Source: an optimization exercise on an open RTL-to-GDS flow (aim: small area and a short achievable clock period). Production flows keep margins and buffers that such runs may drop.
RTL that was checked went through simulation tests only; none was proved equivalent to the original.
Only the layout flow was run in runs 1 to 4; the RTL was not checked for function there.

[flow/config.mk]
export PLATFORM = sky130hd
export DESIGN_NAME = encoder
export DESIGN_NICKNAME = encoder
export VERILOG_FILES = /design/flow/design.v
export SDC_FILE = /design/flow/constraint.sdc
export NUM_CORES = 8
export LEC_CHECK = 0
export CAP_MARGIN = 20
export CORE_MARGIN = 2
export CORE_UTILIZATION = 70
export CTS_BUF_LIST = sky130_fd_sc_hd__clkbuf_4 sky130_fd_sc_hd__clkbuf_8
export SLEW_MARGIN = 20
[flow/constraint.sdc]
create_clock -name core_clock -period 14.0 [get_ports {clk}]
set_input_delay 2.8000 -clock core_clock [delete_from_list [all_inputs] [get_ports {clk}]]
set_output_delay 2.8000 -clock core_clock [all_outputs]
set_load 0.01 [all_outputs]
[flow/design.v]
module encoder (
    input clk,
    input rst_n,
    input [31:0] data_in,
    output logic [31:0] data_out
);
    logic [7:0] cnt;              
    logic [7:0] cnt_nxt;
    logic [1:0] u, un;
    logic [5:0] v, vn;
    assign cnt_nxt = (cnt == 8'd254) ? 8'd0 : cnt + 8'd1;
    assign u = cnt[7:6];
    assign v = cnt[5:0];
    assign un = cnt_nxt[7:6];
    assign vn = cnt_nxt[5:0];
    always_ff @(posedge clk) begin
        if (!rst_n) cnt <= 8'd254;
        else cnt <= cnt_nxt;
    end
    logic ptop;
    always_ff @(posedge clk) begin
        if (!rst_n) ptop <= 1'b0;
        else ptop <= (vn != 6'd0) && (vn <= 6'd59);
    end
    logic acc;
    assign acc = (vn < 6'd59) || (vn == 6'd59 && un != 2'd3);
    logic [3:0][7:0] enc;         
    always_ff @(posedge clk) begin
        if (acc) enc <= data_in;
    end
    logic [7:0] el [0:3];
    logic [7:0] cat [0:7];        
    always_comb begin
        for (int s = 0; s < 4; s++) begin
            el[s] = enc[3 - s];
            cat[s] = enc[3 - s];
            cat[s + 4] = data_in[31 - 8 * s -: 8];
        end
    end
    logic [3:0][7:0] rot;
    logic [3:0][7:0] rot_d;
    always_comb begin
        for (int j = 0; j < 4; j++) begin
            rot_d[j] = cat[j + 3 - un];
            if ((j == 0 && vn == 6'd0) || vn > 6'd59 || !rst_n) rot_d[j] = 8'd0;
        end
    end
    always_ff @(posedge clk) begin
        rot <= rot_d;
    end
    logic [127:0] par;            
    logic [127:0] peff;
    logic [31:0] fb;              
    logic [127:0] mp;
    logic [127:0] pnew;
    assign peff[127:96] = ptop ? par[127:96] : 32'd0;
    assign peff[95:64] = par[95:64];
    assign peff[63:0] = (cnt == 8'd254) ? 64'd0 : par[63:0];
    always_comb begin
        for (int e = 0; e < 4; e++)
            fb[8 * e +: 8] = peff[8 * (12 + e) +: 8] ^ rot[3 - e];
        pnew = {peff[95:0], 32'd0} ^ mp;
    end
    logic [208:0] cx;
    assign cx[0] = fb[4] ^ fb[21];
    assign cx[1] = fb[20] ^ fb[31];
    assign cx[2] = fb[9] ^ fb[23];
    assign cx[3] = fb[6] ^ fb[8];
    assign cx[4] = fb[5] ^ fb[28];
    assign cx[5] = fb[0] ^ fb[18];
    assign cx[6] = fb[7] ^ fb[30];
    assign cx[7] = fb[3] ^ fb[11];
    assign cx[8] = fb[1] ^ fb[19];
    assign cx[9] = fb[16] ^ fb[24];
    assign cx[10] = fb[2] ^ fb[22];
    assign cx[11] = fb[15] ^ fb[25];
    assign cx[12] = fb[17] ^ fb[29];
    assign cx[13] = fb[10] ^ fb[13];
    assign cx[14] = fb[26] ^ fb[27];
    assign cx[15] = fb[14] ^ cx[3];
    assign cx[16] = fb[12] ^ cx[0];
    assign cx[17] = fb[16] ^ cx[2];
    assign cx[18] = fb[10] ^ cx[9];
    assign cx[19] = fb[3] ^ cx[6];
    assign cx[20] = fb[4] ^ fb[12];
    assign cx[21] = cx[1] ^ cx[8];
    assign cx[22] = fb[14] ^ fb[17];
    assign cx[23] = fb[5] ^ cx[13];
    assign cx[24] = cx[5] ^ cx[7];
    assign cx[25] = fb[25] ^ cx[10];
    assign cx[26] = fb[24] ^ cx[4];
    assign cx[27] = fb[8] ^ fb[22];
    assign cx[28] = fb[7] ^ fb[15];
    assign cx[29] = fb[6] ^ cx[1];
    assign cx[30] = fb[27] ^ fb[29];
    assign cx[31] = fb[18] ^ cx[12];
    assign cx[32] = fb[1] ^ cx[11];
    assign cx[33] = fb[13] ^ fb[30];
    assign cx[34] = fb[19] ^ cx[6];
    assign cx[35] = fb[2] ^ cx[2];
    assign cx[36] = fb[12] ^ fb[21];
    assign cx[37] = fb[26] ^ cx[15];
    assign cx[38] = fb[0] ^ fb[4];
    assign cx[39] = fb[9] ^ fb[16];
    assign cx[40] = fb[8] ^ fb[20];
    assign cx[41] = cx[0] ^ cx[4];
    assign cx[42] = cx[3] ^ cx[14];
    assign cx[43] = fb[23] ^ cx[9];
    assign cx[44] = fb[24] ^ cx[5];
    assign cx[45] = fb[28] ^ cx[10];
    assign cx[46] = fb[22] ^ cx[7];
    assign cx[47] = fb[31] ^ cx[8];
    assign cx[48] = fb[11] ^ fb[17];
    assign cx[49] = fb[1] ^ fb[31];
    assign cx[50] = cx[11] ^ cx[19];
    assign cx[51] = fb[19] ^ cx[1];
    assign cx[52] = fb[5] ^ fb[13];
    assign cx[53] = fb[2] ^ fb[9];
    assign cx[54] = fb[15] ^ cx[16];
    assign cx[55] = fb[20] ^ cx[13];
    assign cx[56] = cx[6] ^ cx[7];
    assign cx[57] = fb[3] ^ fb[26];
    assign cx[58] = fb[10] ^ cx[2];
    assign cx[59] = fb[23] ^ cx[18];
    assign cx[60] = fb[27] ^ cx[0];
    assign cx[61] = fb[7] ^ fb[28];
    assign cx[62] = fb[0] ^ cx[20];
    assign cx[63] = fb[18] ^ cx[7];
    assign cx[64] = cx[14] ^ cx[17];
    assign cx[65] = cx[4] ^ cx[16];
    assign cx[66] = fb[21] ^ cx[12];
    assign cx[67] = fb[29] ^ cx[14];
    assign cx[68] = fb[6] ^ cx[11];
    assign cx[69] = cx[4] ^ cx[5];
    assign cx[70] = fb[9] ^ cx[25];
    assign cx[71] = fb[29] ^ cx[37];
    assign cx[72] = fb[10] ^ cx[34];
    assign cx[73] = fb[7] ^ cx[32];
    assign cx[74] = fb[5] ^ fb[26];
    assign cx[75] = fb[25] ^ cx[12];
    assign cx[76] = fb[31] ^ cx[30];
    assign cx[77] = fb[22] ^ cx[5];
    assign cx[78] = cx[8] ^ cx[26];
    assign cx[79] = fb[20] ^ cx[15];
    assign cx[80] = fb[1] ^ fb[27];
    assign cx[81] = fb[27] ^ cx[9];
    assign cx[82] = fb[14] ^ cx[27];
    assign cx[83] = fb[25] ^ cx[13];
    assign cx[84] = fb[3] ^ cx[29];
    assign cx[85] = fb[29] ^ cx[3];
    assign cx[86] = cx[23] ^ cx[28];
    assign cx[87] = cx[0] ^ cx[44];
    assign cx[88] = fb[2] ^ fb[23];
    assign cx[89] = fb[30] ^ cx[22];
    assign cx[90] = fb[4] ^ cx[15];
    assign cx[91] = cx[1] ^ cx[22];
    assign cx[92] = fb[21] ^ cx[31];
    assign cx[93] = cx[2] ^ cx[20];
    assign cx[94] = cx[10] ^ cx[52];
    assign cx[95] = fb[13] ^ cx[61];
    assign cx[96] = fb[25] ^ cx[36];
    assign cx[97] = fb[28] ^ cx[21];
    assign cx[98] = fb[24] ^ cx[8];
    assign cx[99] = fb[13] ^ fb[17];
    assign cx[100] = fb[11] ^ cx[35];
    assign cx[101] = cx[9] ^ cx[41];
    assign cx[102] = cx[15] ^ cx[46];
    assign cx[103] = cx[1] ^ cx[27];
    assign cx[104] = fb[0] ^ cx[55];
    assign cx[105] = fb[8] ^ cx[21];
    assign cx[106] = fb[3] ^ cx[4];
    assign cx[107] = fb[21] ^ cx[58];
    assign cx[108] = fb[22] ^ cx[33];
    assign cx[109] = fb[7] ^ cx[11];
    assign cx[110] = cx[24] ^ cx[39];
    assign cx[111] = fb[26] ^ cx[5];
    assign cx[112] = fb[30] ^ cx[16];
    assign cx[113] = fb[19] ^ cx[50];
    assign cx[114] = fb[6] ^ fb[14];
    assign cx[115] = fb[10] ^ cx[28];
    assign cx[116] = cx[9] ^ cx[29];
    assign cx[117] = fb[2] ^ fb[30];
    assign cx[118] = cx[19] ^ cx[49];
    assign cx[119] = cx[23] ^ cx[32];
    assign cx[120] = fb[26] ^ cx[26];
    assign cx[121] = fb[5] ^ cx[12];
    assign cx[122] = fb[18] ^ cx[19];
    assign cx[123] = fb[11] ^ cx[39];
    assign cx[124] = cx[60] ^ cx[99];
    assign cx[125] = cx[8] ^ cx[25];
    assign cx[126] = fb[18] ^ cx[23];
    assign cx[127] = fb[24] ^ cx[10];
    assign cx[128] = fb[10] ^ cx[7];
    assign cx[129] = fb[1] ^ cx[104];
    assign cx[130] = cx[16] ^ cx[48];
    assign cx[131] = cx[24] ^ cx[34];
    assign cx[132] = fb[23] ^ cx[54];
    assign cx[133] = cx[13] ^ cx[26];
    assign cx[134] = cx[17] ^ cx[74];
    assign cx[135] = cx[5] ^ cx[43];
    assign cx[136] = fb[31] ^ cx[11];
    assign cx[137] = fb[28] ^ cx[38];
    assign cx[138] = fb[16] ^ fb[22];
    assign cx[139] = cx[69] ^ cx[80];
    assign cx[140] = fb[4] ^ cx[47];
    assign cx[141] = fb[31] ^ cx[73];
    assign cx[142] = cx[7] ^ cx[89];
    assign cx[143] = fb[14] ^ cx[14];
    assign cx[144] = fb[6] ^ fb[11];
    assign cx[145] = cx[15] ^ cx[33];
    assign cx[146] = fb[24] ^ fb[27];
    assign cx[147] = cx[53] ^ cx[92];
    assign cx[148] = cx[85] ^ cx[110];
    assign cx[149] = fb[20] ^ cx[131];
    assign cx[150] = cx[17] ^ cx[25];
    assign cx[151] = cx[30] ^ cx[35];
    assign cx[152] = cx[1] ^ cx[20];
    assign cx[153] = cx[10] ^ cx[43];
    assign cx[154] = fb[19] ^ cx[14];
    assign cx[155] = cx[36] ^ cx[98];
    assign cx[156] = fb[21] ^ cx[22];
    assign cx[157] = cx[12] ^ cx[18];
    assign cx[158] = cx[12] ^ cx[46];
    assign cx[159] = fb[1] ^ cx[13];
    assign cx[160] = cx[36] ^ cx[63];
    assign cx[161] = fb[8] ^ cx[14];
    assign cx[162] = fb[24] ^ cx[2];
    assign cx[163] = fb[30] ^ cx[58];
    assign cx[164] = fb[19] ^ cx[17];
    assign cx[165] = cx[51] ^ cx[81];
    assign cx[166] = cx[4] ^ cx[7];
    assign cx[167] = fb[29] ^ cx[42];
    assign cx[168] = cx[12] ^ cx[68];
    assign cx[169] = cx[6] ^ cx[23];
    assign cx[170] = cx[30] ^ cx[39];
    assign cx[171] = fb[0] ^ cx[16];
    assign cx[172] = fb[15] ^ cx[5];
    assign cx[173] = cx[11] ^ cx[103];
    assign cx[174] = fb[9] ^ cx[62];
    assign cx[175] = cx[28] ^ cx[59];
    assign cx[176] = fb[7] ^ cx[106];
    assign cx[177] = cx[2] ^ cx[45];
    assign cx[178] = cx[27] ^ cx[76];
    assign cx[179] = cx[38] ^ cx[56];
    assign cx[180] = fb[17] ^ cx[24];
    assign cx[181] = fb[21] ^ cx[24];
    assign cx[182] = cx[5] ^ cx[40];
    assign cx[183] = cx[6] ^ cx[94];
    assign cx[184] = cx[19] ^ cx[42];
    assign cx[185] = cx[8] ^ cx[101];
    assign cx[186] = fb[23] ^ cx[121];
    assign cx[187] = fb[1] ^ fb[17];
    assign cx[188] = cx[50] ^ cx[78];
    assign cx[189] = fb[28] ^ cx[75];
    assign cx[190] = fb[13] ^ cx[82];
    assign cx[191] = fb[16] ^ cx[111];
    assign cx[192] = cx[33] ^ cx[69];
    assign cx[193] = cx[4] ^ cx[20];
    assign cx[194] = cx[2] ^ cx[77];
    assign cx[195] = cx[93] ^ cx[169];
    assign cx[196] = cx[6] ^ cx[26];
    assign cx[197] = cx[12] ^ cx[65];
    assign cx[198] = cx[40] ^ cx[80];
    assign cx[199] = cx[18] ^ cx[41];
    assign cx[200] = cx[11] ^ cx[56];
    assign cx[201] = cx[18] ^ cx[61];
    assign cx[202] = cx[31] ^ cx[164];
    assign cx[203] = fb[19] ^ cx[18];
    assign cx[204] = fb[4] ^ cx[95];
    assign cx[205] = fb[8] ^ cx[53];
    assign cx[206] = cx[3] ^ cx[17];
    assign cx[207] = cx[29] ^ cx[66];
    assign cx[208] = cx[105] ^ cx[112];
    assign mp[0] = fb[14] ^ cx[69] ^ cx[117] ^ cx[165];
    assign mp[1] = fb[0] ^ fb[3] ^ cx[66] ^ cx[68] ^ cx[97];
    assign mp[2] = fb[0] ^ fb[7] ^ cx[47] ^ cx[67] ^ cx[82] ^ cx[101];
    assign mp[3] = fb[14] ^ cx[47] ^ cx[168] ^ cx[194];
    assign mp[4] = cx[4] ^ cx[49] ^ cx[143] ^ cx[175];
    assign mp[5] = fb[2] ^ fb[11] ^ fb[28] ^ cx[81] ^ cx[168];
    assign mp[6] = fb[12] ^ cx[19] ^ cx[189] ^ cx[191];
    assign mp[7] = cx[14] ^ cx[31] ^ cx[33] ^ cx[140];
    assign mp[8] = fb[12] ^ cx[86] ^ cx[102] ^ cx[165];
    assign mp[9] = cx[11] ^ cx[17] ^ cx[79] ^ cx[95] ^ cx[130];
    assign mp[10] = cx[110] ^ cx[154] ^ cx[207];
    assign mp[11] = fb[15] ^ cx[41] ^ cx[49] ^ cx[145] ^ cx[180];
    assign mp[12] = fb[2] ^ fb[4] ^ cx[40] ^ cx[63] ^ cx[159] ^ cx[170];
    assign mp[13] = fb[0] ^ cx[65] ^ cx[142] ^ cx[203] ^ cx[205];
    assign mp[14] = fb[9] ^ cx[3] ^ cx[31] ^ cx[46] ^ cx[119] ^ cx[152];
    assign mp[15] = fb[26] ^ cx[16] ^ cx[34] ^ cx[100] ^ cx[114] ^ cx[126];
    assign mp[16] = fb[31] ^ cx[5] ^ cx[9] ^ cx[42] ^ cx[48] ^ cx[70] ^ cx[204];
    assign mp[17] = fb[12] ^ fb[25] ^ cx[8] ^ cx[31] ^ cx[58] ^ cx[143] ^ cx[176];
    assign mp[18] = cx[12] ^ cx[39] ^ cx[72] ^ cx[173];
    assign mp[19] = fb[6] ^ fb[28] ^ cx[6] ^ cx[25] ^ cx[43] ^ cx[55] ^ cx[60];
    assign mp[20] = fb[3] ^ cx[52] ^ cx[87] ^ cx[114] ^ cx[151];
    assign mp[21] = fb[10] ^ fb[22] ^ cx[90] ^ cx[188];
    assign mp[22] = fb[29] ^ cx[38] ^ cx[74] ^ cx[100] ^ cx[109] ^ cx[116];
    assign mp[23] = fb[5] ^ cx[18] ^ cx[96] ^ cx[184] ^ cx[187];
    assign mp[24] = fb[13] ^ fb[14] ^ fb[20] ^ fb[23] ^ cx[25] ^ cx[160];
    assign mp[25] = fb[19] ^ fb[24] ^ cx[57] ^ cx[132] ^ cx[190];
    assign mp[26] = fb[5] ^ cx[24] ^ cx[54] ^ cx[146] ^ cx[205];
    assign mp[27] = fb[18] ^ cx[8] ^ cx[79] ^ cx[100] ^ cx[199];
    assign mp[28] = cx[15] ^ cx[86] ^ cx[202];
    assign mp[29] = fb[9] ^ cx[48] ^ cx[72] ^ cx[79] ^ cx[172];
    assign mp[30] = cx[5] ^ cx[21] ^ cx[36] ^ cx[115] ^ cx[123];
    assign mp[31] = cx[10] ^ cx[48] ^ cx[55] ^ cx[155];
    assign mp[32] = fb[3] ^ cx[60] ^ cx[182] ^ cx[201];
    assign mp[33] = fb[9] ^ fb[11] ^ cx[27] ^ cx[75] ^ cx[185];
    assign mp[34] = cx[150] ^ cx[184] ^ cx[197];
    assign mp[35] = cx[108] ^ cx[134] ^ cx[207];
    assign mp[36] = fb[22] ^ cx[43] ^ cx[84] ^ cx[89] ^ cx[137];
    assign mp[37] = cx[87] ^ cx[141] ^ cx[186];
    assign mp[38] = fb[16] ^ fb[18] ^ fb[30] ^ cx[3] ^ cx[74] ^ cx[125];
    assign mp[39] = fb[7] ^ fb[17] ^ cx[35] ^ cx[84] ^ cx[154];
    assign mp[40] = fb[27] ^ cx[2] ^ cx[21] ^ cx[28] ^ cx[62] ^ cx[166];
    assign mp[41] = fb[2] ^ cx[65] ^ cx[85] ^ cx[129];
    assign mp[42] = fb[0] ^ cx[30] ^ cx[45] ^ cx[51] ^ cx[132] ^ cx[145];
    assign mp[43] = fb[11] ^ fb[19] ^ cx[16] ^ cx[30] ^ cx[33] ^ cx[82];
    assign mp[44] = cx[8] ^ cx[81] ^ cx[179] ^ cx[190];
    assign mp[45] = fb[8] ^ cx[4] ^ cx[9] ^ cx[32] ^ cx[35] ^ cx[62] ^ cx[91];
    assign mp[46] = fb[6] ^ cx[57] ^ cx[119] ^ cx[147];
    assign mp[47] = cx[10] ^ cx[14] ^ cx[24] ^ cx[72] ^ cx[90];
    assign mp[48] = cx[56] ^ cx[59] ^ cx[65] ^ cx[178];
    assign mp[49] = fb[31] ^ cx[17] ^ cx[75] ^ cx[108] ^ cx[144] ^ cx[193];
    assign mp[50] = fb[18] ^ fb[28] ^ cx[0] ^ cx[9] ^ cx[14] ^ cx[99] ^ cx[102];
    assign mp[51] = fb[9] ^ cx[89] ^ cx[136] ^ cx[181] ^ cx[203];
    assign mp[52] = fb[23] ^ cx[14] ^ cx[66] ^ cx[182] ^ cx[188];
    assign mp[53] = fb[30] ^ cx[70] ^ cx[87] ^ cx[97] ^ cx[167];
    assign mp[54] = cx[4] ^ cx[19] ^ cx[25] ^ cx[67] ^ cx[105] ^ cx[107];
    assign mp[55] = cx[0] ^ cx[7] ^ cx[29] ^ cx[45] ^ cx[67] ^ cx[163];
    assign mp[56] = fb[11] ^ cx[13] ^ cx[103] ^ cx[112] ^ cx[135];
    assign mp[57] = fb[11] ^ fb[22] ^ cx[22] ^ cx[47] ^ cx[52] ^ cx[96] ^ cx[162];
    assign mp[58] = fb[11] ^ fb[24] ^ cx[0] ^ cx[37] ^ cx[117] ^ cx[136];
    assign mp[59] = cx[0] ^ cx[40] ^ cx[64] ^ cx[126] ^ cx[200];
    assign mp[60] = fb[17] ^ fb[19] ^ cx[64] ^ cx[79] ^ cx[192];
    assign mp[61] = fb[9] ^ fb[27] ^ cx[15] ^ cx[92] ^ cx[97] ^ cx[115];
    assign mp[62] = fb[15] ^ fb[18] ^ fb[21] ^ fb[29] ^ cx[40] ^ cx[45] ^ cx[72] ^ cx[123];
    assign mp[63] = cx[36] ^ cx[51] ^ cx[158] ^ cx[163];
    assign mp[64] = cx[61] ^ cx[63] ^ cx[150] ^ cx[156] ^ cx[198];
    assign mp[65] = fb[10] ^ cx[45] ^ cx[54] ^ cx[57] ^ cx[202];
    assign mp[66] = fb[14] ^ fb[29] ^ cx[6] ^ cx[53] ^ cx[83] ^ cx[185];
    assign mp[67] = cx[49] ^ cx[107] ^ cx[167] ^ cx[172] ^ cx[196];
    assign mp[68] = fb[14] ^ fb[19] ^ fb[30] ^ cx[59] ^ cx[84] ^ cx[92];
    assign mp[69] = cx[34] ^ cx[48] ^ cx[87] ^ cx[173];
    assign mp[70] = cx[21] ^ cx[77] ^ cx[96] ^ cx[134];
    assign mp[71] = fb[17] ^ fb[21] ^ cx[8] ^ cx[42] ^ cx[104] ^ cx[153];
    assign mp[72] = fb[17] ^ cx[98] ^ cx[102] ^ cx[109] ^ cx[171];
    assign mp[73] = fb[20] ^ fb[26] ^ cx[44] ^ cx[73] ^ cx[93] ^ cx[94];
    assign mp[74] = fb[23] ^ cx[20] ^ cx[48] ^ cx[86] ^ cx[127] ^ cx[161];
    assign mp[75] = cx[28] ^ cx[78] ^ cx[124] ^ cx[194];
    assign mp[76] = cx[24] ^ cx[40] ^ cx[88] ^ cx[115] ^ cx[197];
    assign mp[77] = fb[5] ^ cx[8] ^ cx[16] ^ cx[108] ^ cx[148];
    assign mp[78] = fb[6] ^ cx[10] ^ cx[21] ^ cx[22] ^ cx[195];
    assign mp[79] = fb[2] ^ fb[14] ^ cx[29] ^ cx[43] ^ cx[86] ^ cx[181];
    assign mp[80] = fb[2] ^ cx[64] ^ cx[113] ^ cx[193];
    assign mp[81] = cx[12] ^ cx[14] ^ cx[38] ^ cx[84] ^ cx[133];
    assign mp[82] = fb[15] ^ cx[24] ^ cx[35] ^ cx[71] ^ cx[155];
    assign mp[83] = fb[23] ^ cx[27] ^ cx[120] ^ cx[129];
    assign mp[84] = fb[0] ^ cx[54] ^ cx[56] ^ cx[71] ^ cx[78];
    assign mp[85] = cx[30] ^ cx[32] ^ cx[116] ^ cx[174] ^ cx[183];
    assign mp[86] = fb[0] ^ fb[6] ^ cx[83] ^ cx[88] ^ cx[118] ^ cx[120] ^ cx[156];
    assign mp[87] = cx[63] ^ cx[67] ^ cx[90] ^ cx[127] ^ cx[141];
    assign mp[88] = fb[21] ^ cx[1] ^ cx[10] ^ cx[37] ^ cx[59] ^ cx[106];
    assign mp[89] = cx[60] ^ cx[109] ^ cx[158] ^ cx[206];
    assign mp[90] = cx[16] ^ cx[22] ^ cx[53] ^ cx[116] ^ cx[122];
    assign mp[91] = fb[19] ^ fb[20] ^ cx[22] ^ cx[68] ^ cx[88] ^ cx[191] ^ cx[204];
    assign mp[92] = fb[6] ^ fb[27] ^ cx[31] ^ cx[45] ^ cx[47] ^ cx[175];
    assign mp[93] = cx[88] ^ cx[149] ^ cx[189];
    assign mp[94] = fb[29] ^ cx[44] ^ cx[57] ^ cx[208];
    assign mp[95] = fb[5] ^ cx[21] ^ cx[33] ^ cx[60] ^ cx[70];
    assign mp[96] = fb[13] ^ fb[22] ^ cx[37] ^ cx[174] ^ cx[196];
    assign mp[97] = fb[0] ^ cx[15] ^ cx[23] ^ cx[73] ^ cx[76] ^ cx[162];
    assign mp[98] = fb[11] ^ fb[16] ^ cx[10] ^ cx[62] ^ cx[119];
    assign mp[99] = cx[177] ^ cx[179] ^ cx[187];
    assign mp[100] = cx[13] ^ cx[44] ^ cx[71] ^ cx[118] ^ cx[177];
    assign mp[101] = fb[10] ^ fb[14] ^ cx[140] ^ cx[151] ^ cx[200];
    assign mp[102] = fb[15] ^ cx[117] ^ cx[120] ^ cx[128] ^ cx[152];
    assign mp[103] = fb[25] ^ cx[3] ^ cx[7] ^ cx[16] ^ cx[52] ^ cx[76];
    assign mp[104] = cx[70] ^ cx[149] ^ cx[157];
    assign mp[105] = fb[25] ^ fb[26] ^ cx[59] ^ cx[180] ^ cx[208];
    assign mp[106] = fb[16] ^ cx[23] ^ cx[67] ^ cx[118] ^ cx[171];
    assign mp[107] = fb[18] ^ cx[21] ^ cx[83] ^ cx[90] ^ cx[170] ^ cx[176];
    assign mp[108] = fb[14] ^ fb[18] ^ cx[41] ^ cx[57] ^ cx[68] ^ cx[138];
    assign mp[109] = fb[19] ^ cx[28] ^ cx[38] ^ cx[42] ^ cx[138] ^ cx[186];
    assign mp[110] = fb[17] ^ fb[20] ^ cx[6] ^ cx[139] ^ cx[206];
    assign mp[111] = cx[3] ^ cx[47] ^ cx[147] ^ cx[201];
    assign mp[112] = cx[9] ^ cx[34] ^ cx[46] ^ cx[71] ^ cx[83] ^ cx[93];
    assign mp[113] = fb[11] ^ cx[11] ^ cx[91] ^ cx[161] ^ cx[195];
    assign mp[114] = cx[41] ^ cx[113] ^ cx[135] ^ cx[178];
    assign mp[115] = fb[7] ^ fb[12] ^ cx[91] ^ cx[159] ^ cx[166];
    assign mp[116] = fb[8] ^ cx[10] ^ cx[107] ^ cx[111] ^ cx[113];
    assign mp[117] = cx[21] ^ cx[27] ^ cx[38] ^ cx[64] ^ cx[128];
    assign mp[118] = fb[10] ^ cx[26] ^ cx[35] ^ cx[130] ^ cx[198];
    assign mp[119] = cx[70] ^ cx[85] ^ cx[133] ^ cx[160];
    assign mp[120] = fb[2] ^ cx[17] ^ cx[50] ^ cx[51] ^ cx[124];
    assign mp[121] = cx[57] ^ cx[77] ^ cx[91] ^ cx[199];
    assign mp[122] = fb[1] ^ cx[1] ^ cx[148] ^ cx[183];
    assign mp[123] = fb[12] ^ cx[32] ^ cx[55] ^ cx[114] ^ cx[146];
    assign mp[124] = cx[51] ^ cx[64] ^ cx[137] ^ cx[142];
    assign mp[125] = cx[1] ^ cx[54] ^ cx[139] ^ cx[157];
    assign mp[126] = cx[66] ^ cx[125] ^ cx[144] ^ cx[192];
    assign mp[127] = fb[12] ^ cx[21] ^ cx[71] ^ cx[122] ^ cx[153];
    always_ff @(posedge clk) begin
        par <= pnew;
    end
    logic [3:0] msg;
    logic s59;
    logic [3:0] uoh;
    logic [7:0] wr [0:3];
    logic [7:0] wn [0:3];
    logic [31:0] dnext;
    always_comb begin
        s59 = (v == 6'd59);
        for (int i = 0; i < 4; i++) uoh[i] = (u == i);
        for (int s = 0; s < 4; s++) begin
            msg[s] = (v <= 6'd58) || (v == 6'd59 && s < 3 - u) || (v == 6'd63 && s >= 3 - u);
            wr[s] = 8'd0;
            wn[s] = 8'd0;
            for (int k = 0; k < 4; k++) begin
                wr[s] = wr[s] | ({8{uoh[k]}} & par[8 * (15 - (s + k + 1)) +: 8]);
                if (s + k + 1 >= 4)
                    wn[s] = wn[s] | ({8{uoh[k]}} & pnew[8 * (19 - (s + k + 1)) +: 8]);
            end
            dnext[31 - 8 * s -: 8] = ({8{msg[s]}} & el[s])
                                   | ({8{!msg[s] && s59}} & wn[s])
                                   | ({8{!msg[s] && !s59}} & wr[s]);
        end
    end
    always_ff @(posedge clk) begin
        data_out <= dnext;
    end
endmodule
[flow/run.sh]
#!/bin/bash
# synth_recipe.tcl (not shown) runs the flow's synth.tcl, then flattens the netlist and writes it again
# the make line also repeats each setting of config.mk as NAME=value (left out here)
make -C /OpenROAD-flow-scripts/flow DESIGN_CONFIG=/design/flow/config.mk WORK_HOME=/design/flow/orfs CLKGATE_MAP_FILE= SYNTH_SCRIPT=/design/flow/synth_recipe.tcl finish
==> results_dict.tcl, run 1 <==
set metrics [dict create \
    dr.first_iter.drc_count 2139 \
    die_y_um 164.9 \
    grt_pass1_wl_um 95120 \
    synth_edf_count 32 \
    postSynthCellCount 1821 \
    clk_pin_slew_ns 0.07 \
    syn_to_final_growth_pct 10.52 \
    cts_tree "done" \
    async_reset_ff_share_pct 0 \
    place.gp.congestion 1.108 \
    synthesis.area_mm2 0.01812 \
    hpwl_um 49540 \
    holdBufCountCts 0 \
    ys_warn_count 5 \
    fp-row-count 58 \
    placedCellCount 2161 \
    reg2reg_depth 7 \
    io_buffers 65 \
    worst_pin_slew_ns 1.302 \
    worstHoldPathType "reg2reg" \
    reg2reg_to "par[27]$_DFF_P_" \
    final_cells 2233 \
    min_to "data_out[26]$_DFF_P_" \
    whs_path_depth 1 \
    grt_use_total_pct 49.98 \
    viasPerCell 6.388 \
    endpoint_kind "flip-flop" \
    fillers 1725 \
    dr.pass1.iters 7 \
    drive_above_1_share_pct 11.14 \
    cts_made_buffers 41 \
    final_nets 1911 \
    drc_errors 0 \
    slew_headroom_pct 12.56 \
    wire_per_inst_um 29.94 \
    synth_cell_types 64 \
    core-area_mm2 0.02533 \
    max_freq_mhz 206.9 \
    fin_tns_setup_ns 0 \
    setup_ws_ns 9.166 \
    status "no timing/DRC/antenna violations" \
    r2r-start "ptop$_SDFF_PN0_" \
    ant_nets 0 \
    fp.dieArea_mm2 0.02719 \
    synth-seq-cells 233 \
    hold_viol 0 \
    placed_area_mm2 0.01911 \
    cp.arrival_ns 5.18 \
    crit_path_max_fanout 81 \
    cts_resized 0 \
    gr-total-overflow 0 \
    grt_antenna_before_repair 2 \
    place_ws_ns 9.305 \
    fin_crit_ns 4.834 \
    seq_area_frac_synth_pct 27.51 \
    slew_viol_final 0 \
    maxCapViolCount 0 \
    grt_pass1_vias 14020 \
    cts-root-buf "clkbuf_8" \
    vias 14260 \
    rsz0062_at_grt "no" \
    n_antenna_cell 0 \
    finalSetupViolations 0 \
    finish.instance_area_mm2 0.02002 \
    fin_worst_skew_ns 0.02789 \
    cts_setup_buffers 0 \
    clk_path_buf_depth 3 \
    h-tree-depth 2 \
    cts.sinks 233 \
    synth_nets 1857 \
    path_class "reg2reg" \
    fp.dieW_um 164.9 \
    crit_path_start_kind "flip-flop" \
    clk_latency_ns 0.57 \
    initial_core_util_pct 71.53 \
    fin_crit_sh_pct 34.53 \
    crit_path_start "ptop$_SDFF_PN0_" \
    avgSynthCellArea_um2 9.949 \
    rrSetupSlack_ns 9.17 \
    grt_start_max_net_pins 82 \
    hp-start "enc[26]$_DFFE_PP_" \
    io_pins 66 \
    wl_um 66860 \
    synth_flop_cell "dfxtp_1" \
    cp.required_ns 14.34 \
]
[how the worst max path moves through the flow]
stage,end,slack [ns],depth (start not counted)
finish,par[27]$_DFF_P_,9.17,7
detailed placement,rot[3]$_SDFF_PP0_,9.31,4
global placement,rot[3]$_SDFF_PP0_,9.44,4
CTS,data_out[25],9.70,1
floorplan,rot[0]$_SDFF_PP0_,10.14,5
global route,data_out[4]$_DFF_P_,9.27,10
[worst max-delay path: stages (launching register included)]
cell and delay [ns]:
dfxtp_2 0.31, buf_4 0.59, nand2_1 0.22, xor2_2 0.56
xor3_1 1.00, xor2_1 0.80, xor2_1 0.17, xnor2_1 0.91
[synthesized netlist by cell type (all sizes together) (3+ instances only)]
cell,instances,share of area [%]
a211oi,22,0.91
a21o,3,0.12
a21oi,22,0.61
a221o,12,0.66
a221oi,5,0.24
a222oi,7,0.39
a22oi,12,0.50
a311oi,16,0.77
and2,9,0.31
and3,14,0.48
buf,42,1.3
clkbuf,52,1.1
dfxtp,201,22
edfxtp,32,5.3
inv,4,0.083
mux2,28,1.7
mux2i,31,1.7
mux4,6,0.75
nand2,238,4.9
nand2b,3,0.10
nand3,7,0.19
nor2,52,1.1
nor2b,7,0.24
o211ai,4,0.17
o21ai,30,0.83
or2,3,0.10
xnor2,622,31
xnor3,47,5.9
xor2,255,14
xor3,10,1.3
[through the flow]
| step | hold slack [ns] | util (%) |
|---|---|---|
| floorplan | 0.4498 | - |
| global placement | 0.4829 | 75.44 |
| detailed placement | 0.4979 | 75.47 |
| CTS | 0.5119 | 78.91 |
| global route | 0.5297 | 79.06 |
| finish | 0.5133 | 79.06 |
[sequential cells by signal, indices dropped and copies added (netlist names)]
signal and cells:
rot 32, par 128, ptop 1, cnt 8, data_out 32, enc 32
[cell families (layout without fill, tap and decap cells)]
logic type      Yosys count  in the layout  share of synthesized area, %
compound gates          146            146                         5.801
xor+xnor                934            934                         52.02
fa+ha+maj                 2              2                        0.1381
buf+inv                  99            181                         2.507
flops                   233            233                         27.51
mux                      65             65                         4.199
simple gates            342            342                         7.818
[layout make-up]
| type | count | area [um^2] | area share, % |
|---|---|---|---|
| flip-flops and latches | 233 | 4989 | 24.91 |
| well taps | 330 | 412.9 | 2.062 |
| clock buffers | 60 | 757.0 | 3.781 |
| clock inverters | 11 | 113.9 | 0.5686 |
| multi-input cells | 1489 | 12780 | 63.81 |
| inverters | 5 | 18.77 | 0.09373 |
| repair buffers | 105 | 954.7 | 4.768 |
[routing by layer]
| metal | wire length, um | global-route usage, % | vias to the layer above |
|---|---|---|---|
| met5 | 23 | 0 | - |
| met2 | 27490 | 72.71 | 1214 |
| met3 | 9411 | 16.60 | 384 |
| li1 | - | - | 6023 |
| met1 | 22700 | 59.79 | 6639 |
| met4 | 7241 | 41.58 | 4 |
[placed cells by master (no fill, tap or decap), types with 6 or more instances in the layout]
cell type / instances
nand2_1: 236
clkdlybuf4s50_1: 65
xor2_1: 225
nor2b_1: 7
xor2_2: 25
a22oi_1: 12
a222oi_1: 7
xnor2_1: 599
clkbuf_4: 11
nand3_1: 7
edfxtp_1: 32
mux2_2: 28
xor3_1: 8
a21oi_1: 22
clkbuf_8: 49
a211oi_1: 22
clkinv_2: 6
a311oi_1: 16
and2_1: 9
nor2_1: 52
xnor3_1: 44
and3_1: 14
a221o_1: 12
xnor2_2: 18
dfxtp_1: 198
mux4_2: 6
o21ai_0: 26
mux2i_1: 31
buf_4: 39
==> run 2: changes to the inputs <==
==> flow/flow/run.sh (new file) <==
#!/bin/bash
# Standard layout, with plain buffers on the ports and timing repair aimed
# well below the clock period.
set -euo pipefail
export BUFFER_PORTS_ARGS="-buffer_cell sky130_fd_sc_hd__buf_2"
export SETUP_SLACK_MARGIN=10.5
bash standard.sh > standard.log 2>&1
==> flow/standard.sh (new file) <==
#!/bin/bash
# synth_recipe.tcl (not shown) runs the flow's synth.tcl, then flattens the netlist and writes it again
# the make line also repeats each setting of config.mk as NAME=value (left out here)
make -C /OpenROAD-flow-scripts/flow DESIGN_CONFIG=/design/flow/config.mk WORK_HOME=/design/flow/orfs CLKGATE_MAP_FILE= SYNTH_SCRIPT=/design/flow/synth_recipe.tcl "${@:-finish}"
--- a/flow/config.mk
+++ b/flow/config.mk
@@ -9,4 +9,3 @@
 export CORE_MARGIN = 2
-export CORE_UTILIZATION = 70
-export CTS_BUF_LIST = sky130_fd_sc_hd__clkbuf_4 sky130_fd_sc_hd__clkbuf_8
+export CORE_UTILIZATION = 40
 export SLEW_MARGIN = 20
removed: flow/run.sh
==> run 2 against run 1 <==
Compared with the run above:
- critical endpoint is now data_out[25]
- count of clock-buffer cells in the layout down 22
- non-clock buffer count up 15
- highest routed layer is now met4
- area after synthesis unchanged
- critical path type is now reg2out
- maximum frequency up 25%
- still clean
- hold slack better by 0.043 ns
==> results_dict.tcl, run 2 <==
set metrics [dict create \
    status "no timing/DRC/antenna violations" \
    worstHoldPathType "reg2reg" \
    cts_tree "done" \
    fp-row-count 77 \
    crit_chain "buf_6" \
    worst_pin_slew_ns 1.190 \
    rsz0062_at_grt "yes" \
    fp.dieW_um 216.8 \
    grt_pass1_wl_um 101000 \
    holdBufCountCts 0 \
    seq_area_frac_synth_pct 27.51 \
    fin_crit_ns 3.861 \
    hpwl_um 55130 \
    gr-total-overflow 0 \
    cp.required_ns 11.20 \
    ant_nets 0 \
    cts.sinks 233 \
    syn_to_final_growth_pct 14.89 \
    dr.pass1.iters 8 \
    place.gp.congestion 1.024 \
    grt_start_max_net_pins 82 \
    crit_family "flip-flops" \
    netlist_top_cells_count "603 x xnor2_1, 237 x nand2_1, 229 x xor2_1" \
    clk_latency_ns 0.61 \
    core-area_mm2 0.04451 \
    initial_core_util_pct 40.70 \
    synth_top_area_share_pct 29.15 \
    regMostFlops "par" \
    path_buf_inv 1 \
    async_reset_ff_share_pct 0 \
    cts-root-buf "clkbuf_16" \
    finalSetupViolations 0 \
    n_antenna_cell 0 \
    path_class "reg2out" \
    maxCapViolCount 0 \
    drc_errors 0 \
    dr.first_iter.drc_count 1670 \
    slew_headroom_pct 20.24 \
    die_y_um 216.8 \
    final_common_cell "xnor2_1" \
    drive_above_1_share_pct 16.89 \
    fillers 4274 \
    synth_most_common_cell "xnor2_1" \
    wl_um 71560 \
    slew_viol_final 0 \
    io_pins 66 \
    endpoint_kind "primary output" \
    synth_cell_types 64 \
    yosysTopAreaCell "xnor2_1" \
    fin_worst_skew_ns 0.02749 \
    clk_pin_slew_ns 0.06 \
    placed_area_mm2 0.01920 \
    slowest_delay_ns 0.36 \
    fin_crit_sh_pct 27.58 \
    ys_warn_count 5 \
    cp.arrival_ns 1.06 \
    io_buffers 65 \
    cts_made_buffers 29 \
    viasPerCell 5.518 \
    wire_per_inst_um 28.70 \
    fin_tns_setup_ns 0 \
    clk_path_buf_depth 3 \
    grt_antenna_before_repair 0 \
    max_freq_mhz 259.0 \
    largest_reg_flops 128 \
    crit_slowest_cell "dfxtp_4" \
    crit_path_start_kind "flip-flop" \
    synthesis.area_mm2 0.01812 \
    crit_path_max_fanout 1 \
    synth_edf_count 32 \
    postSynthCellCount 1821 \
    synth_nets 1857 \
    grt_pass1_vias 13380 \
    grt_use_total_pct 30.18 \
    final_cell_mix "593 x xnor2_1, 236 x nand2_1, 222 x xor2_1, 168 x dfxtp_1, 51 x nor2_1" \
    final_nets 1914 \
    h-tree-depth 1 \
    hold_viol 0 \
    synth_flop_cell "dfxtp_1" \
    finish.instance_area_mm2 0.02082 \
    fp.dieArea_mm2 0.04701 \
    avgSynthCellArea_um2 9.949 \
    vias 13760 \
    ys_top_cells_by_area "xnor2_1 29%, dfxtp_1 22%, xor2_1 11%" \
    synth-seq-cells 233 \
]
run 2: repair_timing:
action                     CTS  global route
setup endpoints to repair  117           102
gates resized for setup     66            28
buffers inserted             5             7
hold endpoints to repair     0             0
pin swaps                    1             2
run 2: worst reg2reg max path, delay by kind of cell (launching register included):
kind / cells / cell delay [ns]
buf+inv: 2 / 0.52
mux: 1 / 0.21
simple gates: 1 / 0.16
flops: 1 / 0.34
compound gates: 1 / 0.21
xor+xnor: 5 / 1.98
run 2: cell type report:
type                       count  area, um^2  area share (%)
clock buffer                  38       810.8           3.895
inverter                       5       23.77          0.1142
clock inverter                16       247.7           1.190
sequential                   233        5029           24.16
multi-input combinational   1489       13000           62.45
tap                          592       740.7           3.559
timing repair buffer         120       964.7           4.635
run 2: stage by stage:
stage          instances  setup slack, ns  hold slack (ns)  utilization, %
2_1_floorplan       1821            10.39           0.4498               -
3_3_place_gp        2427            9.981           0.5299           43.14
3_5_place_dp        2427            9.897           0.5353           43.14
4_1_cts             2486            10.12           0.5521           46.22
5_1_grt             2493            10.12           0.5607           46.76
6_report            2493            10.14           0.5567           46.76
run 2: layer usage:
layer	wire, um	vias to the layer above	GRT usage [%]	part of all wire (%)
met2	30830	808	45.91	43
met3	6377	217	5.073	8.9
met4	4796	0	17.31	6.7
met1	29560	6710	40.51	41
li1	-	6022	-	-
met5	0	-	0	0
run 2: worst paths after layout:
kind | depth (start not counted) | endpoint | slack, ns | startpoint
setup / recovery | 1 | data_out[25] | 10.14 | data_out[25]$_DFF_P_
hold / removal | 2 | data_out[23]$_DFF_P_ | 0.56 | enc[23]$_DFFE_PP_
hold reg to reg | 2 | data_out[23]$_DFF_P_ | 0.56 | enc[23]$_DFFE_PP_
setup reg to reg | 10 | data_out[23]$_DFF_P_ | 10.49 | ptop$_SDFF_PN0_
run 2: cell families (layout without fill, tap and decap cells):
logic type	count (synthesis)	count (layout)	share of synthesized area, %
xor gates and xnor gates	934	934	52.02
and+or+nand+nor	342	342	7.818
DFF	233	233	27.51
AOI/OAI and AO/OA	146	146	5.801
buffers and inverters	99	179	2.507
muxes	65	65	4.199
adders and majority gates	2	2	0.1381
==> run 3: changes to the inputs <==
--- a/flow/config.mk
+++ b/flow/config.mk
@@ -9,3 +9,3 @@
 export CORE_MARGIN = 2
-export CORE_UTILIZATION = 40
+export CORE_UTILIZATION = 65
 export SLEW_MARGIN = 20
==> run 3 against run 2 <==
Compared with the run above:
- still clean on timing, DRC and antenna
- critical path depth unchanged
- global-route usage rose by 17 points
- maximum frequency grew 0.50%
- via count increased by 2.2%
- setup slack gained 0.019 ns
- design area shrank 2.3%
- register-to-register slack barely moved
- sequential share of layout area is 0.53 points higher
==> results_dict.tcl, run 3 <==
set metrics [dict create \
    status "no timing/DRC/antenna violations" \
    hold_viol 0 \
    synth_mux_area_share_pct 4.199 \
    crit_family "flip-flops" \
    synth-seq-cells 233 \
    gr-total-overflow 0 \
    cts.sinks 233 \
    dr.first_iter.drc_count 1696 \
    n_antenna_cell 0 \
    die_y_um 171.0 \
    cp.arrival_ns 1.04 \
    grt_pass1_wl_um 95750 \
    synth_nets 1857 \
    cp.required_ns 11.20 \
    postSynthCellCount 1821 \
    drive_above_1_share_pct 16.48 \
    synth-xor-area-share_pct 52.02 \
    vias 14060 \
    worstHoldPathType "reg2reg" \
    netlist_top_cells_count "603 x xnor2_1, 237 x nand2_1, 229 x xor2_1" \
    final_cell_mix "594 x xnor2_1, 236 x nand2_1, 223 x xor2_1, 174 x dfxtp_1, 51 x nor2_1" \
    synth_most_common_cell "xnor2_1" \
    clk_pin_slew_ns 0.06 \
    ys_top_cells_by_area "xnor2_1 29%, dfxtp_1 22%, xor2_1 11%" \
    cts_tree "done" \
    regMostFlops "par" \
    avgSynthCellArea_um2 9.949 \
    crit_slowest_cell "dfxtp_2" \
    viasPerCell 6.192 \
    grt_pass1_vias 13660 \
    syn_to_final_growth_pct 12.27 \
    synth_cell_types 64 \
    clk_path_buf_depth 3 \
    timing.hold.ws_ns 0.5226 \
    fin_crit_ns 3.842 \
    io_pins 66 \
    fp.dieArea_mm2 0.02922 \
    holdBufCountCts 0 \
    fp.dieW_um 171.0 \
    largest_reg_flops 128 \
    max_freq_mhz 260.3 \
    maxCapViolCount 0 \
    fin_worst_skew_ns 0.01465 \
    fp-row-count 61 \
    initial_core_util_pct 65.57 \
    synth_compound_area_share_pct 5.801 \
    finalSetupViolations 0 \
    slew_headroom_pct 21.73 \
    h-tree-depth 1 \
    synthesis.area_mm2 0.01812 \
    final_common_cell "xnor2_1" \
    fin_tns_setup_ns 0 \
    dr.pass1.iters 7 \
    slowest_delay_ns 0.36 \
    wl_um 68560 \
    grt_start_max_net_pins 60 \
    synth_top_family_by_area "XOR/XNOR gates" \
    core-area_mm2 0.02763 \
    worst_pin_slew_ns 1.168 \
    grt_antenna_before_repair 0 \
    synth_edf_count 32 \
    clk_latency_ns 0.57 \
    place_ws_ns 9.640 \
    crit_chain "buf_6" \
    wire_per_inst_um 30.19 \
    synth-adder-area-share_pct 0.1381 \
    slew_viol_final 0 \
    fillers 2109 \
    path_buf_inv 1 \
    place.gp.congestion 1.067 \
    cts_made_buffers 27 \
    rsz0062_at_grt "yes" \
    cts-root-buf "clkbuf_16" \
    yosysTopAreaCell "xnor2_1" \
    hpwl_um 51710 \
    synth_flop_cell "dfxtp_1" \
    seq_area_frac_synth_pct 27.51 \
    fin_util_pct 73.62 \
    final_nets 1910 \
    crit_path_max_fanout 1 \
    async_reset_ff_share_pct 0 \
    io_buffers 65 \
    path_class "reg2out" \
    crit_path_start_kind "flip-flop" \
    synth_top_area_share_pct 29.15 \
    setup_ws_ns 10.16 \
    endpoint_kind "primary output" \
    drc_errors 0 \
    fin_crit_sh_pct 27.44 \
    synth-simple-area-share_pct 7.818 \
    ant_nets 0 \
    ys_warn_count 5 \
    grt_use_total_pct 46.85 \
]
## run 3: cell counts after synthesis
Identical to the previous run, type by type.
## run 3: final cells by class
cell class	count	area [um^2]	area share (%)
multi-input combinational	1489	13020	63.98
tap	378	473.0	2.325
clock buffer	40	794.5	3.906
inverter	5	18.77	0.09227
clock inverter	8	86.33	0.4244
timing repair buffer	118	932.1	4.583
sequential	233	5021	24.68
## run 3: routing by layer
| layer | GRT usage [%] | wire length, um | up-vias | part of all wire [%] |
|---|---|---|---|---|
| met1 | 56.38 | 24310 | 6636 | 35 |
| met3 | 11.91 | 7851 | 349 | 11 |
| met2 | 70.60 | 29380 | 1073 | 43 |
| met4 | 38.87 | 7020 | 0 | 10 |
| li1 | - | - | 6004 | - |
| met5 | 0 | 0 | - | 0 |
## run 3: worst paths after layout
path              slack [ns]                   end  cells after the start                 start
setup / recovery       10.16          data_out[28]                      1  data_out[28]$_DFF_P_
hold / removal          0.52  data_out[27]$_DFF_P_                      1     enc[27]$_DFFE_PP_
hold reg to reg         0.52  data_out[27]$_DFF_P_                      1     enc[27]$_DFFE_PP_
setup reg to reg       10.48       par[82]$_DFF_P_                      7       ptop$_SDFF_PN0_
## run 3: per-stage QoR
| stage | instances | cell area (um^2) |
|---|---|---|
| 2_1_floorplan | 1821 | 18200 |
| 3_3_place_gp | 2207 | 18880 |
| 3_5_place_dp | 2207 | 18880 |
| 4_1_cts | 2261 | 20060 |
| 5_1_grt | 2271 | 20340 |
| 6_report | 2271 | 20340 |
## run 3: what timing repair did
| item | in CTS | in global routing |
|---|---|---|
| pin swaps | 2 | 4 |
| resized for setup | 60 | 29 |
| buffers inserted | 6 | 8 |
| cloned | 0 | 1 |
| setup endpoints to repair | 175 | 94 |
## run 3: logic make-up after synthesis
| logic type | count (synthesis) |
|---|---|
| flops | 233 |
| compound gates | 146 |
| simple gates | 342 |
| buf+inv | 99 |
| xor+xnor | 934 |
| mux | 65 |
| fa+ha+maj | 2 |
==> run 4: changes to the inputs <==
--- a/flow/config.mk
+++ b/flow/config.mk
@@ -9,3 +9,5 @@
 export CORE_MARGIN = 2
-export CORE_UTILIZATION = 65
+export CORE_UTILIZATION = 40
+export CTS_CLUSTER_DIAMETER = 100
+export CTS_CLUSTER_SIZE = 20
 export SLEW_MARGIN = 20
==> run 4 against run 3 <==
Compared with the run above:
- highest routed layer unchanged
- first-iteration DRC count hardly changed
- synthesized cell count is the same
- routed wire length rose by 3.6%
- global-route usage decreased by 17 points
- hold slack improved by 0.031 ns
- clock skew increased by 0.011 ns
- non-clock buffer count fell by 3
- die area rose by 61%
- setup slack gained 0.024 ns
- via count fell by 3.8%
==> results_dict.tcl, run 4 <==
set metrics [dict create \
    status "no timing/DRC/antenna violations" \
    postSynthCellCount 1821 \
    maxCapViolCount 0 \
    synth-seq-cells 233 \
    synthesis.area_mm2 0.01812 \
    final_common_cell "xnor2_1" \
    synth_top_area_share_pct 29.15 \
    drc_errors 0 \
    cp.required_ns 11.20 \
    cts.sinks 233 \
    async_reset_ff_share_pct 0 \
    fin_tns_setup_ns 0 \
    setup_ws_ns 10.18 \
    worst_pin_slew_ns 1.149 \
    timing.hold.ws_ns 0.5537 \
    regMostFlops "par" \
    dr.pass1.iters 6 \
    vias 13520 \
    drive_above_1_share_pct 15.80 \
    place_ws_ns 9.897 \
    final_nets 1896 \
    die_y_um 216.8 \
    fin_crit_sh_pct 27.27 \
    max_freq_mhz 261.9 \
    fin_crit_ns 3.818 \
    largest_reg_flops 128 \
    fp.dieArea_mm2 0.04701 \
    grt_pass1_vias 13200 \
    crit_path_max_fanout 1 \
    cts_made_buffers 16 \
    path_class "reg2out" \
    worstHoldPathType "reg2reg" \
    clk_pin_slew_ns 0.09 \
    path_buf_inv 1 \
    avgSynthCellArea_um2 9.949 \
    core-area_mm2 0.04451 \
    fillers 4330 \
    grt_pass1_wl_um 100200 \
    hpwl_um 55130 \
    final_cell_mix "591 x xnor2_1, 235 x nand2_1, 222 x xor2_1, 168 x dfxtp_1, 51 x nor2_1" \
    initial_core_util_pct 40.70 \
    syn_to_final_growth_pct 11.61 \
    seq_area_frac_synth_pct 27.51 \
    wire_per_inst_um 28.90 \
    slew_headroom_pct 23.00 \
    slowest_delay_ns 0.37 \
    ys_top_cells_by_area "xnor2_1 29%, dfxtp_1 22%, xor2_1 11%" \
    gr-total-overflow 0 \
    hold_viol 0 \
    dr.first_iter.drc_count 1697 \
    rsz0062_at_grt "yes" \
    io_buffers 65 \
    crit_chain "buf_6" \
    fp-row-count 77 \
    synth_nets 1857 \
    cp.arrival_ns 1.02 \
    n_antenna_cell 0 \
    yosysTopAreaCell "xnor2_1" \
    holdBufCountCts 0 \
    place.gp.congestion 1.024 \
    grt_use_total_pct 29.97 \
    synth_cell_types 64 \
    grt_antenna_before_repair 0 \
    clk_latency_ns 0.54 \
    fin_worst_skew_ns 0.02574 \
    grt_start_max_net_pins 82 \
    io_pins 66 \
    netlist_top_cells_count "603 x xnor2_1, 237 x nand2_1, 229 x xor2_1" \
    clk_path_buf_depth 3 \
    fp.dieW_um 216.8 \
    endpoint_kind "primary output" \
    crit_family "flip-flops" \
    slew_viol_final 0 \
    h-tree-depth 1 \
    ant_nets 0 \
    synth_most_common_cell "xnor2_1" \
    cts_tree "done" \
    ys_warn_count 5 \
    cts-root-buf "clkbuf_16" \
    finalSetupViolations 0 \
    crit_path_start_kind "flip-flop" \
    wl_um 71060 \
    crit_slowest_cell "dfxtp_4" \
    synth_edf_count 32 \
    synth_flop_cell "dfxtp_1" \
    viasPerCell 5.500 \
]
## run 4: per-stage QoR
step | cells | area [um^2] | utilization, %
floorplan | 1821 | 18200 | -
global placement | 2427 | 19200 | 43.14
detailed placement | 2427 | 19200 | 43.14
CTS | 2457 | 20010 | 44.96
global route | 2459 | 20220 | 45.43
finish | 2459 | 20220 | 45.43
## run 4: layout make-up
| type | instances | area (um^2) | share of cell area, % |
|---|---|---|---|
| timing repair buffer | 115 | 914.6 | 4.523 |
| clock inverter | 4 | 46.29 | 0.2289 |
| multi-input combinational | 1489 | 13030 | 64.43 |
| sequential | 233 | 5029 | 24.87 |
| inverter | 5 | 23.77 | 0.1176 |
| clock buffer | 21 | 439.2 | 2.172 |
| tap | 592 | 740.7 | 3.663 |
## run 4: repair_timing
item,4_1_cts,5_1_grt
buffers inserted,5,2
endpoints found under the hold margin,0,0
pin swaps,1,1
endpoints found under the setup margin,120,98
gates resized for setup,68,30
## run 4: final timing paths
kind                                            from                   end  slack, ns  cells past startpoint
worst max-delay path            data_out[25]$_DFF_P_          data_out[25]      10.18                      1
worst min-delay path               enc[25]$_DFFE_PP_  data_out[25]$_DFF_P_       0.55                      1
worst max register to register       ptop$_SDFF_PN0_  data_out[23]$_DFF_P_      10.55                     10
worst min register to register     enc[25]$_DFFE_PP_  data_out[25]$_DFF_P_       0.55                      1
## run 4: routing by layer
| layer | routed length (um) | part of all wire, % | up-vias | track usage (%) |
|---|---|---|---|---|
| met5 | 0 | 0 | - | 0 |
| met4 | 4851 | 6.8 | 0 | 16.42 |
| met3 | 6059 | 8.5 | 208 | 4.990 |
| met2 | 30370 | 43 | 748 | 45.45 |
| met1 | 29770 | 42 | 6602 | 40.67 |
| li1 | - | - | 5966 | - |
## run 4: cells by family (layout without fill, tap and decap cells)
logic type      Yosys count  count (layout)  share of synthesized area, %
simple gates            342             342                         7.818
xor+xnor                934             934                         52.02
mux                      65              65                         4.199
flops                   233             233                         27.51
fa+ha+maj                 2               2                        0.1381
compound gates          146             146                         5.801
buf+inv                  99             145                         2.507
## run 4: worst register-to-register path: cells and delay by family (launching register included)
| kind | cells | cell delay [ns] |
|---|---|---|
| muxes | 1 | 0.21 |
| DFF | 1 | 0.35 |
| buffers and inverters | 2 | 0.50 |
| xor gates and xnor gates | 5 | 1.92 |
| AOI/OAI and AO/OA | 1 | 0.21 |
| and+or+nand+nor | 1 | 0.18 |
==> run 5: changes to the inputs <==
--- a/flow/design.v
+++ b/flow/design.v
@@ -26,5 +26,6 @@
     assign acc = (vn < 6'd59) || (vn == 6'd59 && un != 2'd3);
-    logic [3:0][7:0] enc;         
+    logic [3:0][7:0] enc;
     always_ff @(posedge clk) begin
-        if (acc) enc <= data_in;
+        enc[3] <= data_in[31:24];
+        if (acc) enc[2:0] <= data_in[23:0];
     end
@@ -405,22 +406,10 @@
     logic [3:0] msg;
-    logic s59;
-    logic [3:0] uoh;
-    logic [7:0] wr [0:3];
-    logic [7:0] wn [0:3];
+    logic [7:0] tw [0:19];
     logic [31:0] dnext;
     always_comb begin
-        s59 = (v == 6'd59);
-        for (int i = 0; i < 4; i++) uoh[i] = (u == i);
+        for (int i = 0; i < 4; i++) tw[i] = par[8 * (15 - i) +: 8];
+        for (int i = 0; i < 16; i++) tw[i + 4] = pnew[8 * (15 - i) +: 8];
         for (int s = 0; s < 4; s++) begin
             msg[s] = (v <= 6'd58) || (v == 6'd59 && s < 3 - u) || (v == 6'd63 && s >= 3 - u);
-            wr[s] = 8'd0;
-            wn[s] = 8'd0;
-            for (int k = 0; k < 4; k++) begin
-                wr[s] = wr[s] | ({8{uoh[k]}} & par[8 * (15 - (s + k + 1)) +: 8]);
-                if (s + k + 1 >= 4)
-                    wn[s] = wn[s] | ({8{uoh[k]}} & pnew[8 * (19 - (s + k + 1)) +: 8]);
-            end
-            dnext[31 - 8 * s -: 8] = ({8{msg[s]}} & el[s])
-                                   | ({8{!msg[s] && s59}} & wn[s])
-                                   | ({8{!msg[s] && !s59}} & wr[s]);
+            dnext[31 - 8 * s -: 8] = msg[s] ? el[s] : tw[s + u + 1];
         end
--- a/flow/config.mk
+++ b/flow/config.mk
@@ -9,3 +9,3 @@
 export CORE_MARGIN = 2
-export CORE_UTILIZATION = 40
+export CORE_UTILIZATION = 65
 export CTS_CLUSTER_DIAMETER = 100
==> run 5 against run 4 <==
Compared with the run above:
- final cell count fell by 12%
- count of clock-buffer cells in the layout down 1
- core utilization up 28 points
- sequential share of layout area up 1.3 points
- critical path depth did not move
- critical path type unchanged
==> results_dict.tcl, run 5 <==
set metrics [dict create \
    synth_top_area_share_pct 33.19 \
    grt_use_total_pct 45.57 \
    endpoint_kind "primary output" \
    yosysTopAreaCell "xnor2_1" \
    core-area_mm2 0.02591 \
    maxCapViolCount 0 \
    cp.required_ns 11.20 \
    die_y_um 165.9 \
    fp-row-count 59 \
    fin_crit_ns 3.806 \
    setup_ws_ns 10.19 \
    viasPerCell 6.232 \
    gr-total-overflow 0 \
    grt_start_max_net_pins 89 \
    slew_headroom_pct 16.76 \
    cts.sinks 233 \
    reg2reg_to "data_out[24]$_DFF_P_" \
    regMostFlops "par" \
    fp.dieW_um 165.9 \
    crit_slowest_cell "dfxtp_4" \
    path_buf_inv 1 \
    h-tree-depth 1 \
    status "no timing/DRC/antenna violations" \
    cts_made_buffers 15 \
    cts-root-buf "clkbuf_16" \
    crit_chain "buf_6" \
    grt_antenna_before_repair 0 \
    place.gp.congestion 1.055 \
    grt_pass1_wl_um 90760 \
    synth_edf_count 24 \
    io_buffers 65 \
    clk_latency_ns 0.52 \
    drive_above_1_share_pct 14.68 \
    rsz0062_at_grt "yes" \
    finalSetupViolations 0 \
    worstHoldPathType "reg2reg" \
    synth_cell_types 57 \
    fin_crit_sh_pct 27.18 \
    synth_flop_cell "dfxtp_1" \
    dr.pass1.iters 12 \
    wl_um 64580 \
    avgSynthCellArea_um2 9.592 \
    synth-seq-cells 233 \
    async_reset_ff_share_pct 0 \
    slowest_delay_ns 0.37 \
    fp.dieArea_mm2 0.02753 \
    path_class "reg2out" \
    worst_pin_slew_ns 1.240 \
    crit_family "flip-flops" \
    n_antenna_cell 0 \
    final_common_cell "xnor2_1" \
    hpwl_um 48270 \
    dr.first_iter.drc_count 1860 \
    synthesis.area_mm2 0.01705 \
    initial_core_util_pct 65.78 \
    netlist_top_cells_count "646 x xnor2_1, 265 x xor2_1, 209 x dfxtp_1" \
    ys_warn_count 4 \
    fin_worst_skew_ns 0.02195 \
    seq_area_frac_synth_pct 28.77 \
    crit_path_start_kind "flip-flop" \
    grt_pass1_vias 13000 \
    max_freq_mhz 262.8 \
    crit_path_max_fanout 1 \
    reg2reg_depth 11 \
    place_ws_ns 9.593 \
    cp.arrival_ns 1.01 \
    ant_nets 0 \
    io_pins 66 \
    syn_to_final_growth_pct 11.29 \
    clk_path_buf_depth 3 \
    rrSetupSlack_ns 10.50 \
    synth_nets 1813 \
    placedCellCount 2144 \
    postSynthCellCount 1777 \
    cts_tree "done" \
    min_to "rot[6]$_SDFF_PP0_" \
    final_cell_mix "626 x xnor2_1, 251 x xor2_1, 203 x nand2_1, 172 x dfxtp_1, 70 x buf_4" \
    clk_pin_slew_ns 0.09 \
    fin_tns_setup_ns 0 \
    drc_errors 0 \
    vias 13550 \
    hold_viol 0 \
    whs_path_depth 2 \
    final_cells 2174 \
    hp-start "enc[30]$_DFF_P_" \
    slew_viol_final 0 \
    wire_per_inst_um 29.70 \
    ys_top_cells_by_area "xnor2_1 33%, dfxtp_1 25%, xor2_1 14%" \
    synth_most_common_cell "xnor2_1" \
    r2r-start "par[119]$_DFF_P_" \
    largest_reg_flops 128 \
    final_nets 1870 \
]
[run 5: cell families after synthesis]
| logic type | Yosys count | synth area share [%] |
|---|---|---|
| muxes | 28 | 2.246 |
| buffers and inverters | 105 | 2.540 |
| DFF | 233 | 28.77 |
| adders and majority gates | 2 | 0.1468 |
| and+or+nand+nor | 292 | 7.025 |
| xor gates and xnor gates | 960 | 52.87 |
| AOI/OAI and AO/OA | 157 | 6.401 |
[run 5: per-layer routing]
layer | vias to the layer above | global-route usage, % | wire (um)
li1 | 5802 | - | -
met1 | 6436 | 56.40 | 23020
met2 | 1014 | 71.12 | 28280
met3 | 296 | 8.580 | 6851
met4 | 0 | 33.84 | 6425
met5 | - | 0 | 0
[run 5: stage by stage]
step	utilization [%]	hold slack (ns)	instance area, um^2
final	73.21	0.5047	18970
after global routing	73.21	0.5047	18970
after CTS	72.00	0.4948	18660
after detailed placement	69.21	0.4735	17930
after global placement	69.18	0.4739	17920
after floorplan	-	0.4397	17050
[run 5: area by class of cell]
| cell class | instances | area [um^2] |
|---|---|---|
| Tap cell | 335 | 419.2 |
| Fill cell | 1939 | 6942 |
| Multi-Input combinational cell | 1439 | 12060 |
| Clock inverter | 2 | 17.52 |
| Timing Repair Buffer | 138 | 1099 |
| Clock buffer | 20 | 394.1 |
| Sequential cell | 233 | 4956 |
| Inverter | 7 | 26.28 |
[run 5: how the worst max path moves through the flow]
stage,depth (start not counted),to,start
6_report,1,data_out[12],data_out[12]$_DFF_P_
5_1_grt,1,data_out[26],data_out[26]$_DFF_P_
4_1_cts,1,data_out[12],data_out[12]$_DFF_P_
3_5_place_dp,10,data_out[31]$_DFF_P_,ptop$_SDFF_PN0_
3_3_place_gp,10,data_out[31]$_DFF_P_,ptop$_SDFF_PN0_
2_1_floorplan,4,rot[10]$_SDFF_PP0_,rst_n
[run 5: timing repair]
action                     in CTS  in global routing
setup endpoints to repair      77                 74
hold buffers                    0                  0
hold endpoints to repair        0                  0
resized for setup              65                 41
pin swaps                       1                  3
setup buffers                   1                  6
cloned                          0                  1

[afterwards: timing with drivers on the ports]
No port has a modelled driver above. Below, the same layouts with a new extraction and two added sets of constraints.
Step 1, drivers: a clkbuf_16 drives clk and a buf_2 each remaining input, both assumed.
Step 2 also shifts input and output timing later by t, the mid clock arrival at the registers, as if the neighbouring blocks saw the same clock.
Three values: no drivers, after step 1, after step 2; two values: the first two.
run | t, ns | slack for setup (ns) | slew at the worst register clock pin (ns)
run 1 | 0.609 | 9.166 / 9.166 / 9.166 | 0.07 / 0.07
run 2 | 0.655 | 10.139 / 10.078 / 10.008 | 0.07 / 0.07
run 3 | 0.623 | 10.158 / 10.102 / 9.948 | 0.07 / 0.07
run 4 | 0.583 | 10.182 / 10.123 / 10.022 | 0.10 / 0.10
run 5 | 0.569 | 10.194 / 10.139 / 10.076 | 0.10 / 0.10
After both steps setup and hold are still met in every run listed. The setup slack of run 3, which loses most, moves by -0.056 ns with the drivers and by -0.210 ns with both steps.
